From an optimization exercise on the open Yosys and OpenROAD flow, aimed at small area; shortcuts taken in it are not production practice.
Only simulation tests tie the RTL to the original design; equivalence was not proved.
Power is estimated from default activity; no workload was simulated.

==> flow/design.v <==
module Clock_one #(parameter MAINCLOCK = 15)
	(
	 input    clk,
	 input    rst,
	 input    [1:0]swch,
	 input 	 BUT1,
	 input 	 BUT2,
	 output   [15:0]OUTCR
	 );
function [3:0] inc10(input [3:0] q);
	inc10 = {q[3] ? !q[0] : (q[0] & q[1] & q[2]),
	         q[2] ^ (q[0] & q[1]),
	         q[1] ^ (q[0] & !q[3]),
	         !q[0]};
endfunction
function [2:0] inc6(input [2:0] q);
	inc6 = {q[2] ? !q[0] : (q[0] & q[1]),
	        q[1] ^ (q[0] & !q[2]),
	        !q[0]};
endfunction
function [5:0] inc24(input [5:0] h);
	if (h[5] & h[1] & h[0]) inc24 = 6'd0;
	else inc24 = {h[5] | (h[4] & h[3] & h[0]), h[4] ^ (h[3] & h[0]), inc10(h[3:0])};
endfunction
reg  [15:0] RG;
reg         tikTak;
wire        rg_last = RG[15] & RG[14] & RG[9] & RG[8] & RG[6] & RG[4];
always @(posedge clk) begin
	if (rst | rg_last) RG <= 16'd0;
	else RG <= RG + 1'b1;
	tikTak <= !rst & rg_last;
end
wire sec1KHZ   = (RG[5:0] == 6'h28);
wire SETtikTak = (RG[13:0] == 14'd12501);
wire [3:0]  db_in = {BUT2, BUT1, swch[1], swch[0]};
reg  [3:0]  db_d, db_v, db_full, db_deb;
reg  [11:0] db_cnt;
integer i;
always @(posedge clk)
	if (rst) begin
		db_d    <= 4'b0;
		db_v    <= 4'b0;
		db_full <= 4'hf;
		db_deb  <= 4'b0;
	end
	else if (sec1KHZ) begin
		db_d <= db_in;
		db_v <= db_d;
		for (i = 0; i < 4; i = i + 1) begin
			if (db_full[i]) db_deb[i] <= db_v[i];
			if (db_d[i] != db_v[i]) db_full[i] <= 1'b0;
			else if (&db_cnt[3*i +: 3]) db_full[i] <= 1'b1;
		end
	end
always @(posedge clk)
	if (sec1KHZ)
		for (i = 0; i < 4; i = i + 1)
			db_cnt[3*i +: 3] <= (db_d[i] != db_v[i]) ? 3'd0 : db_cnt[3*i +: 3] + 1'b1;
wire in_BUT3 = db_deb[0];    
wire in_BUT4 = db_deb[1];    
wire in_BUT1 = db_deb[2];
wire in_BUT2 = db_deb[3];
wire mode_set   = in_BUT3 & in_BUT4;
wire mode_alarm = !in_BUT3 & !in_BUT4;
reg  [1:0] dyn_g;
always @(posedge clk)
	if (rst) dyn_g <= 2'b0;
	else if (sec1KHZ) dyn_g <= {dyn_g[0], !dyn_g[1]};
reg  [3:0] Reg_milisecth, Reg_milisecsec, Reg_milisecfrst;
wire ms_c0 = Reg_milisecth[3] & Reg_milisecth[0];
wire ms_c1 = ms_c0 & Reg_milisecsec[3] & Reg_milisecsec[0];
always @(posedge clk)
	if (rst) begin
		Reg_milisecth   <= 4'd0;
		Reg_milisecsec  <= 4'd0;
		Reg_milisecfrst <= 4'd0;
	end
	else if (sec1KHZ) begin
		Reg_milisecth <= inc10(Reg_milisecth);
		if (ms_c0) Reg_milisecsec <= inc10(Reg_milisecsec);
		if (ms_c1) Reg_milisecfrst <= inc10(Reg_milisecfrst);
	end
reg  [3:0] Reg_secundes;
reg  [2:0] Reg_secten;
reg  [3:0] Reg_minutes;
reg  [2:0] Reg_minten;
reg  [3:0] Reg_HourJun;
reg  [1:0] Reg_HourSen;
wire sec9     = Reg_secundes[3] & Reg_secundes[0];
wire sec59    = sec9 & Reg_secten[2] & Reg_secten[0];
wire min9     = Reg_minutes[3] & Reg_minutes[0];
wire min59    = min9 & Reg_minten[2] & Reg_minten[0];
wire min_inc  = (mode_set & SETtikTak & !in_BUT2) | (tikTak & sec59);
wire hour_inc = (mode_set & SETtikTak & !in_BUT1) | (tikTak & sec59 & min59);
always @(posedge clk)
	if (rst) begin
		Reg_secundes <= 4'd0;
		Reg_secten   <= 3'd0;
		Reg_minutes  <= 4'd0;
		Reg_minten   <= 3'd0;
		{Reg_HourSen, Reg_HourJun} <= 6'd0;
	end
	else begin
		if (tikTak) Reg_secundes <= inc10(Reg_secundes);
		if (tikTak & sec9) Reg_secten <= inc6(Reg_secten);
		if (min_inc) Reg_minutes <= inc10(Reg_minutes);
		if (min_inc & min9) Reg_minten <= inc6(Reg_minten);
		if (hour_inc) {Reg_HourSen, Reg_HourJun} <= inc24({Reg_HourSen, Reg_HourJun});
	end
reg prev_BUT1, prev_BUT2;
always @(posedge clk) begin
	prev_BUT1 <= !rst & in_BUT1;
	prev_BUT2 <= !rst & in_BUT2;
end
reg [3:0] Reg_HourTT;
reg [1:0] Reg_TT;
reg [3:0] Reg_minTT;
reg [2:0] Reg_mTT;
wire amin_inc  = prev_BUT2 & !in_BUT2 & mode_alarm;
wire ahour_inc = prev_BUT1 & !in_BUT1 & mode_alarm;
always @(posedge clk)
	if (rst) begin
		{Reg_TT, Reg_HourTT} <= 6'd0;
		Reg_minTT <= 4'd5;
		Reg_mTT   <= 3'd0;
	end
	else begin
		if (ahour_inc) {Reg_TT, Reg_HourTT} <= inc24({Reg_TT, Reg_HourTT});
		if (amin_inc) Reg_minTT <= inc10(Reg_minTT);
		if (amin_inc & Reg_minTT[3] & Reg_minTT[0]) Reg_mTT <= inc6(Reg_mTT);
	end
reg ALARM;
always @(posedge clk)
	ALARM <= RG[15] & ({Reg_HourSen, Reg_HourJun, Reg_minten, Reg_minutes}
	                   == {Reg_TT, Reg_HourTT, Reg_mTT, Reg_minTT});
reg [4:0] beep_cnt;
reg       clk_1k;
wire      beep_top = beep_cnt[4] & beep_cnt[3];    
always @(posedge clk) begin
	if (rst | beep_top) beep_cnt <= 5'd0;
	else beep_cnt <= beep_cnt + 1'b1;
	if (rst) clk_1k <= 1'b0;
	else if (beep_top & ALARM) clk_1k <= !clk_1k;
end
reg [3:0] digit;
always @* begin
	case ({in_BUT4, in_BUT3, dyn_g})
		4'b0000: digit = Reg_minTT;
		4'b0001: digit = {1'b0, Reg_mTT};
		4'b0011: digit = Reg_HourTT;
		4'b0010: digit = {2'b0, Reg_TT};
		4'b0100: digit = Reg_secundes;
		4'b0101: digit = {1'b0, Reg_secten};
		4'b0111: digit = Reg_minutes;
		4'b0110: digit = {1'b0, Reg_minten};
		4'b1000: digit = Reg_milisecth;
		4'b1001: digit = Reg_milisecsec;
		4'b1011: digit = Reg_milisecfrst;
		4'b1010: digit = Reg_secundes;
		4'b1100: digit = Reg_minutes;
		4'b1101: digit = {1'b0, Reg_minten};
		4'b1111: digit = Reg_HourJun;
		default: digit = {2'b0, Reg_HourSen};
	endcase
end
wire A = digit[3], B = digit[2], C = digit[1], D = digit[0];
assign OUTCR[10] = A | C | (B & D) | (!B & !D);
assign OUTCR[9]  = !B | (C & D) | (!C & !D);
assign OUTCR[8]  = B | !C | D;
assign OUTCR[7]  = A | (!B & !D) | (!B & C) | (C & !D) | (B & !C & D);
assign OUTCR[6]  = (!B & !D) | (C & !D);
assign OUTCR[5]  = A | (!C & !D) | (B & !C) | (B & !D);
assign OUTCR[4]  = A | (!B & C) | (B & !C) | (C & !D);
assign OUTCR[3] = dyn_g[1] | dyn_g[0];
assign OUTCR[2] = dyn_g[1] | !dyn_g[0];
assign OUTCR[1] = !(dyn_g[1] & dyn_g[0]);
assign OUTCR[0] = !dyn_g[1] | dyn_g[0];
assign OUTCR[11] = Reg_secundes[0];
assign OUTCR[12] = RG[15];
assign OUTCR[13] = clk_1k;
assign OUTCR[15:14] = 2'b11;
endmodule
==> flow/flow/run.sh <==
#!/bin/bash
# Own layout flow: the standard flow (standard.sh) with
#  - synthesis identical to the standard one up to technology mapping, but
#    with an area-oriented ABC script and without the half/full-adder cell
#    mapping; the smallest of a few ABC scripts is kept, and its registers
#    are checked against the standard synthesis (same names and cell types);
#  - a one-level clock tree without dummy loads;
#  - the smallest buffer on every port.
# Every tool's output goes to a log file in this folder.
set -euo pipefail
W=$PWD
P=$FLOW_PLATFORM

# synth_recipe.tcl with the abc override after its first line.
{ head -1 synth_recipe.tcl; cat flow/abc_proc.tcl; tail -n +2 synth_recipe.tcl; } > synth_area.tcl

# standard.sh's make command with another WORK_HOME and synthesis script.
variant() { # variant WORK_HOME SYNTH_SCRIPT_AND_EXTRA > script
  sed -e "s#WORK_HOME=[^ ]*#WORK_HOME=$1#" -e "s#SYNTH_SCRIPT=[^ ]*#SYNTH_SCRIPT=$2#" standard.sh
}
regs() { grep -E '^\s*sky130_fd_sc_hd__[a-z0-9_]+ ' "$1" | awk '$1 ~ /__(df|edf|sdf|dl)/ {print $1, $2}' | sort; }
area() { grep 'Chip area' "$1" | awk '{print $NF}'; }

# Standard synthesis, for reference.
variant "$W/std" "$W/synth_recipe.tcl" > std.sh
bash std.sh synth > std_synth.log 2>&1
regs std/results/$P/Clock_one/base/1_2_yosys.v > std_regs.txt
echo "standard synthesis: $(area std/reports/$P/Clock_one/base/synth_stat.txt) um2, $(wc -l < std_regs.txt) registers"

best=""; best_area=""
for s in flow/abc_*.script; do
  n=$(basename $s .script)
  variant "$W/try_$n" "$W/synth_area.tcl ADDER_MAP_FILE=" > try_$n.sh
  MY_ABC_SCRIPT=$W/$s bash try_$n.sh synth > synth_$n.log 2>&1 || { echo "$n: synthesis failed"; continue; }
  regs try_$n/results/$P/Clock_one/base/1_2_yosys.v > regs_$n.txt
  if ! cmp -s regs_$n.txt std_regs.txt; then echo "$n: registers differ from the standard synthesis"; continue; fi
  a=$(area try_$n/reports/$P/Clock_one/base/synth_stat.txt)
  echo "$n: $a um2"
  if [[ -z "$best" ]] || awk "BEGIN{exit !($a < $best_area)}"; then best=$n; best_area=$a; fi
done
[[ -n "$best" ]] || { echo "no area synthesis kept the standard registers"; exit 1; }
echo "using $best"

variant "$W/orfs" "$W/synth_area.tcl ADDER_MAP_FILE=" > area.sh
MY_ABC_SCRIPT=$W/flow/$best.script bash area.sh synth > synth.log 2>&1
regs orfs/results/$P/Clock_one/base/1_2_yosys.v > regs_final.txt
cmp regs_final.txt std_regs.txt

export CTS_ARGS="-sink_clustering_enable -sink_clustering_size 100 -sink_clustering_max_diameter 500 -buf_list sky130_fd_sc_hd__clkbuf_16 -dont_use_dummy_load -repair_clock_nets"
export BUFFER_PORTS_ARGS="-buffer_cell sky130_fd_sc_hd__buf_1"
bash standard.sh > layout.log 2>&1
tail -3 layout.log
==> flow/flow/abc_a1.script <==
strash
dch -f
map -a
topo
==> flow/flow/abc_a2.script <==
&get -n
&st
&dch -f
&nf -a
&put
==> flow/flow/abc_a3.script <==
strash
ifraig
scorr
dc2
strash
&get -n
&dch -f
&nf
&put
==> flow/flow/abc_proc.tcl <==
# Added to synth_recipe.tcl: Yosys's abc call runs the ABC script named by
# MY_ABC_SCRIPT instead of ORFS's speed script. Everything before it (and so
# every register) is as in the standard synthesis.
proc abc {args} {
  set i [lsearch -exact $args -script]
  if { $i >= 0 && [info exists ::env(MY_ABC_SCRIPT)] } {
    set args [lreplace $args [expr {$i + 1}] [expr {$i + 1}] $::env(MY_ABC_SCRIPT)]
  }
  yosys abc {*}$args
}
==> flow/standard.sh <==
#!/bin/bash
# synth_recipe.tcl (not shown) runs the flow's synth.tcl, then flattens the netlist and writes it again
# the make line also repeats each setting of config.mk as NAME=value (left out here)
make -C /OpenROAD-flow-scripts/flow DESIGN_CONFIG=/design/flow/config.mk WORK_HOME=/design/flow/orfs CLKGATE_MAP_FILE= SYNTH_SCRIPT=/design/flow/synth_recipe.tcl "${@:-finish}"
==> flow/config.mk <==
export PLATFORM = sky130hd
export DESIGN_NAME = Clock_one
export DESIGN_NICKNAME = Clock_one
export VERILOG_FILES = /design/flow/design.v
export SDC_FILE = /design/flow/constraint.sdc
export NUM_CORES = 4
export LEC_CHECK = 0
export CAP_MARGIN = 20
export CORE_MARGIN = 2
export CORE_UTILIZATION = 40
export SLEW_MARGIN = 20
==> flow/constraint.sdc <==
create_clock -name core_clock -period 10.0 [get_ports {clk}]
set_input_delay 2.0000 -clock core_clock [delete_from_list [all_inputs] [get_ports {clk}]]
set_output_delay 2.0000 -clock core_clock [all_outputs]
set_load 0.01 [all_outputs]
==> run_results.csv <==
group,metric,value,unit
worst_setup_path,critPathCaptureType,"primary output",
clocking,postCtsSetupRepairBufs,0,
sta,setup_violations,0,
global_route,grt_pass1_wl,16.9,mm
global_route,first_global_vias,3418,
drt,viasPerCell,5.57,
run,drv_cap,0,
worst_setup_path,crit_arrival,2.97,ns
power,switching_share,19.9,%
outcome,outcome,"no timing/DRC/antenna violations",
logic_synthesis,synth.top_cell.area_share,40.0,%
logic_synthesis,yosys-top-cells-area,"dfxtp_1, edfxtp_1, a21oi_1, nor3_1, nor2_1",
die,num_rows,38,
final_layout,regMostFlops,"RG",
die,coreArea,10800,um^2
power,intPower,0.000573,W
die,dieArea,12000,um^2
worst_setup_path,r2r_cells,6,
global_route,grt_start_max_net_pins,63,
sta,fmax,201,MHz
global_route,antenna_found_initial,0,
clocking,ctsHoldBuffers,0,
worst_setup_path,crit_path_start_kind,"flip-flop",
clocking,cts_max_path_buffers,2,
power,power_leakage,1.76,nW
worst_setup_path,crit_type,"flip-flop to primary output",
worst_setup_path,timing.rr.start,"db_deb[0]",
sta,post-route-min-period,4.97,ns
drt,drt_iter0_markers,155,
clocking,clk_pin_slew,0.07,ns
clocking,clkSinkCount,101,
worst_setup_path,cp_cell_sequence,"nor4bb_1 > a32oi_1 > nand4_1 > nor3_1 > o22ai_1 > o211ai_1 > buf_1",
place,dpl.hpwl,7.22,mm
clocking,cts-root-buf,"clkbuf_16",
power,irDropWorstVdd,0.000150,V
place,post-place-cells,672,
worst_setup_path,crit_path_start,"db_deb[1]",
die,start_util,41.1,%
worst_setup_path,max_stage_delay,0.77,ns
logic_synthesis,seq_area_frac_synth,48.0,%
worst_setup_path,worstSetupEndpoint,"OUTCR[7]",
sta,setup-tns-final,0,ns
sta,clock_skew,0.0267,ns
final_layout,final_layout_size_suffix_gt1_share,2.40,%
worst_setup_path,path_max_fanout,21,
drt,vias,3794,
clocking,cts_tree,"yes",
sta,slew_violations,0,
sta,rsz0062_at_grt,"no",
place,gp_congestion,0.886,
drt,firstDrtPassIters,4,
power,combinationalPowerShare,1.6,%
clocking,htreeDepth,3,
logic_synthesis,synthCells,514,
clocking,worstSkewPairLatency,0.35,ns
worst_setup_path,required,8.00,ns
power,seqPwrFrac,57.7,%
worst_setup_path,regToRegSetupSlack,7.14,ns
final_layout,largest_reg_flops,16,
die,io_pins,22,
sta,relSlewSlack,53.6,%
clocking,numCtsBuffers,9,
die,dieHeight,110,um
power,p_sw,0.000142,W
sta,final_hold_viol_count,0,
min_path,hp-class,"flip-flop to flip-flop",
sta,post-route-period-util,49.7,%
final_layout,instances_no_fill,681,
final_layout,area_growth_syn_to_layout,10.8,%
power,p_clk_share,40.6,%
power,power_density,145,nW/um^2
logic_synthesis,ys_ff_latch,101,
clocking,cts_resized,0,
drt,drt-total-wl,10.2,mm
worst_setup_path,rr_endpoint,"Reg_HourJun[3]",
global_route,grt_overflow,0,
logic_synthesis,syn_area,4460,um^2
place,portBuffers,19,
drt,drcViolationCount,0,
worst_setup_path,cp_slowest_cell,"dfxtp_1",
drt,wl_per_cell,15.0,um
final_layout,final_nets,549,
logic_synthesis,syn_area_per_cell,8.68,um^2
global_route,gr-usage-all-layers,18.4,%
logic_synthesis,synth_top_cell_by_area,"dfxtp_1",
sta,worst_pin_slew,0.695,ns
die,die_w,110,um
drt,final_antenna_net_count,0,
logic_synthesis,synth_cell_type_count,43,
final_layout,diodes,0,
final_layout,reg_top3,"RG x16, db_cnt x12, beep_cnt x5",
logic_synthesis,yosys_warnings,1,
[worst min-delay path by stage]
stage,cells past startpoint,end,start,slack (ns)
final,2,db_v[3],db_d[3],0.47
after global routing,1,beep_cnt[0],beep_cnt[0],0.51
after CTS,2,db_v[3],db_d[3],0.47
after detailed placement,1,beep_cnt[0],beep_cnt[0],0.46
after global placement,1,beep_cnt[0],beep_cnt[0],0.44
after floorplan,1,beep_cnt[0],beep_cnt[0],0.43
[through the flow]
| stage | total power [W] | setup WS [ns] | instance area [um^2] | hold WS, ns | util, % |
|---|---|---|---|---|---|
| 6_report | 0.000715 | 5.03 | 4940 | 0.471 | 45.6 |
| 5_1_grt | 0.000742 | 4.71 | 4940 | 0.506 | 45.6 |
| 4_1_cts | 0.000726 | 5.04 | 4940 | 0.474 | 45.6 |
| 3_5_place_dp | 0.000433 | 5.42 | 4720 | 0.465 | 43.5 |
| 3_3_place_gp | 0.000433 | 5.56 | 4690 | 0.444 | 43.2 |
| 2_1_floorplan | 0.000428 | 5.98 | 4460 | 0.433 | - |
[cell type report]
type / count / area [um^2]
fill: 1067 / 5900
multi-input combinational: 390 / 2210
sequential: 101 / 2140
clock buffer: 9 / 225
tap: 140 / 175
timing repair buffer: 22 / 115
inverter: 19 / 71.3
[logic make-up (layout without fill, tap and decap cells)]
kind of cell | Yosys count | count (layout) | share of synthesized area, %
other cells | 1 | 2 | 0.0841
compound gates | 139 | 139 | 18.7
flops | 101 | 101 | 48.0
buf+inv | 24 | 50 | 2.44
xor+xnor | 13 | 13 | 2.55
simple gates | 236 | 236 | 28.2
[power by group through the flow]
stage                     Clock (W)  Combinational, W  Sequential [W]
after floorplan                   0        0.00000659        0.000421
after global placement            0         0.0000115        0.000422
after detailed placement          0         0.0000117        0.000422
after CTS                  0.000302         0.0000119        0.000413
after global routing       0.000316         0.0000134        0.000413
final                      0.000291         0.0000117        0.000413
[cells in the final DEF (no fill, tap or decap), drive strengths merged, types with 3 or more instances in the layout]
master | synthesis | layout
clkbuf | 0 | 10
a21o | 3 | 3
clkinv | 19 | 19
a21oi | 60 | 60
nor2 | 51 | 51
a31oi | 5 | 5
buf | 5 | 21
and3 | 21 | 21
nor4 | 3 | 3
or2 | 9 | 9
nand4 | 11 | 11
edfxtp | 12 | 12
nor4bb | 6 | 6
dfxtp | 89 | 89
xnor2 | 7 | 7
xor2 | 6 | 6
nor2b | 6 | 6
and2 | 10 | 10
nand2b | 4 | 4
a221oi | 4 | 4
o22ai | 6 | 6
a211oi | 5 | 5
o21a | 5 | 5
o21bai | 4 | 4
nor4b | 5 | 5
nor3 | 39 | 39
a31o | 3 | 3
and4b | 3 | 3
o21ai | 24 | 24
and4 | 7 | 7
nand2 | 42 | 42
nand3 | 12 | 12
a22oi | 13 | 13
[cells in the mapped netlist]
cell type  number
nor3_1         39
clkinv_1       19
a32oi_1         1
nand3_1        12
nor2_1         51
a31oi_1         5
o22ai_1         6
or4_1           2
nor4_1          3
or4b_1          2
a41o_1          1
o211ai_1        2
nand2_1        42
or2_0           9
nor4b_1         5
or3_1           1
nor4bb_1        6
a22o_1          1
a221oi_1        4
edfxtp_1       12
a21boi_0        2
and2_0         10
nor3b_1         1
a21oi_1        60
and4b_1         3
a21o_1          3
and3b_1         1
nand2b_1        4
nand4_1        11
conb_1          1
a31o_1          3
a22oi_1        13
and3_1         21
nor2b_1         6
a211oi_1        5
o21ai_0        24
xor2_1          6
buf_4           5
dfxtp_1        89
and4_1          7
o21bai_1        4
o21a_1          5
xnor2_1         7
[metal layers]
metal / track usage (%) / vias up / share of wire, %
met4: 6.51 / 0 / 1.9
met5: 0 / - / 0
met1: 23.7 / 1754 / 48
li1: - / 1955 / -
met2: 29.1 / 70 / 45
met3: 5.99 / 15 / 4.5
[worst max-delay path: cells and delay by family (launching register included)]
family	cells	cell delay [ns]
buf+inv	1	0.17
flops	1	0.77
compound gates	3	0.74
simple gates	3	0.94

-- what the ideal ports hide --
How much do the figures lean on ideal ports? The routed layout below was timed once more, with nothing changed but the port constraints.
Step 1: set_driving_cell puts a clkbuf_16 on clk and a buf_2 on each other input, an assumption about the parent block.
Step 2, shift: input delay + t, output delay - t, t = (earliest + latest rising clock arrival at the registers) / 2. This alone moves slack from input paths to output paths.
a / b / c = ideal ports / drivers / drivers and shift; a / b = the first two.
t, ns: 0.378
setup slack, ns: 5.033 / 4.995 / 5.372
hold WS [ns]: 0.471 / 0.471 / 0.471
worst slew at a driven data input, ns: 0.03
pins driven straight from the clock port: 1
After both steps this run still meets setup and hold. For this run, drivers alone change the setup slack by -0.038 ns; drivers and shift together by +0.339 ns.
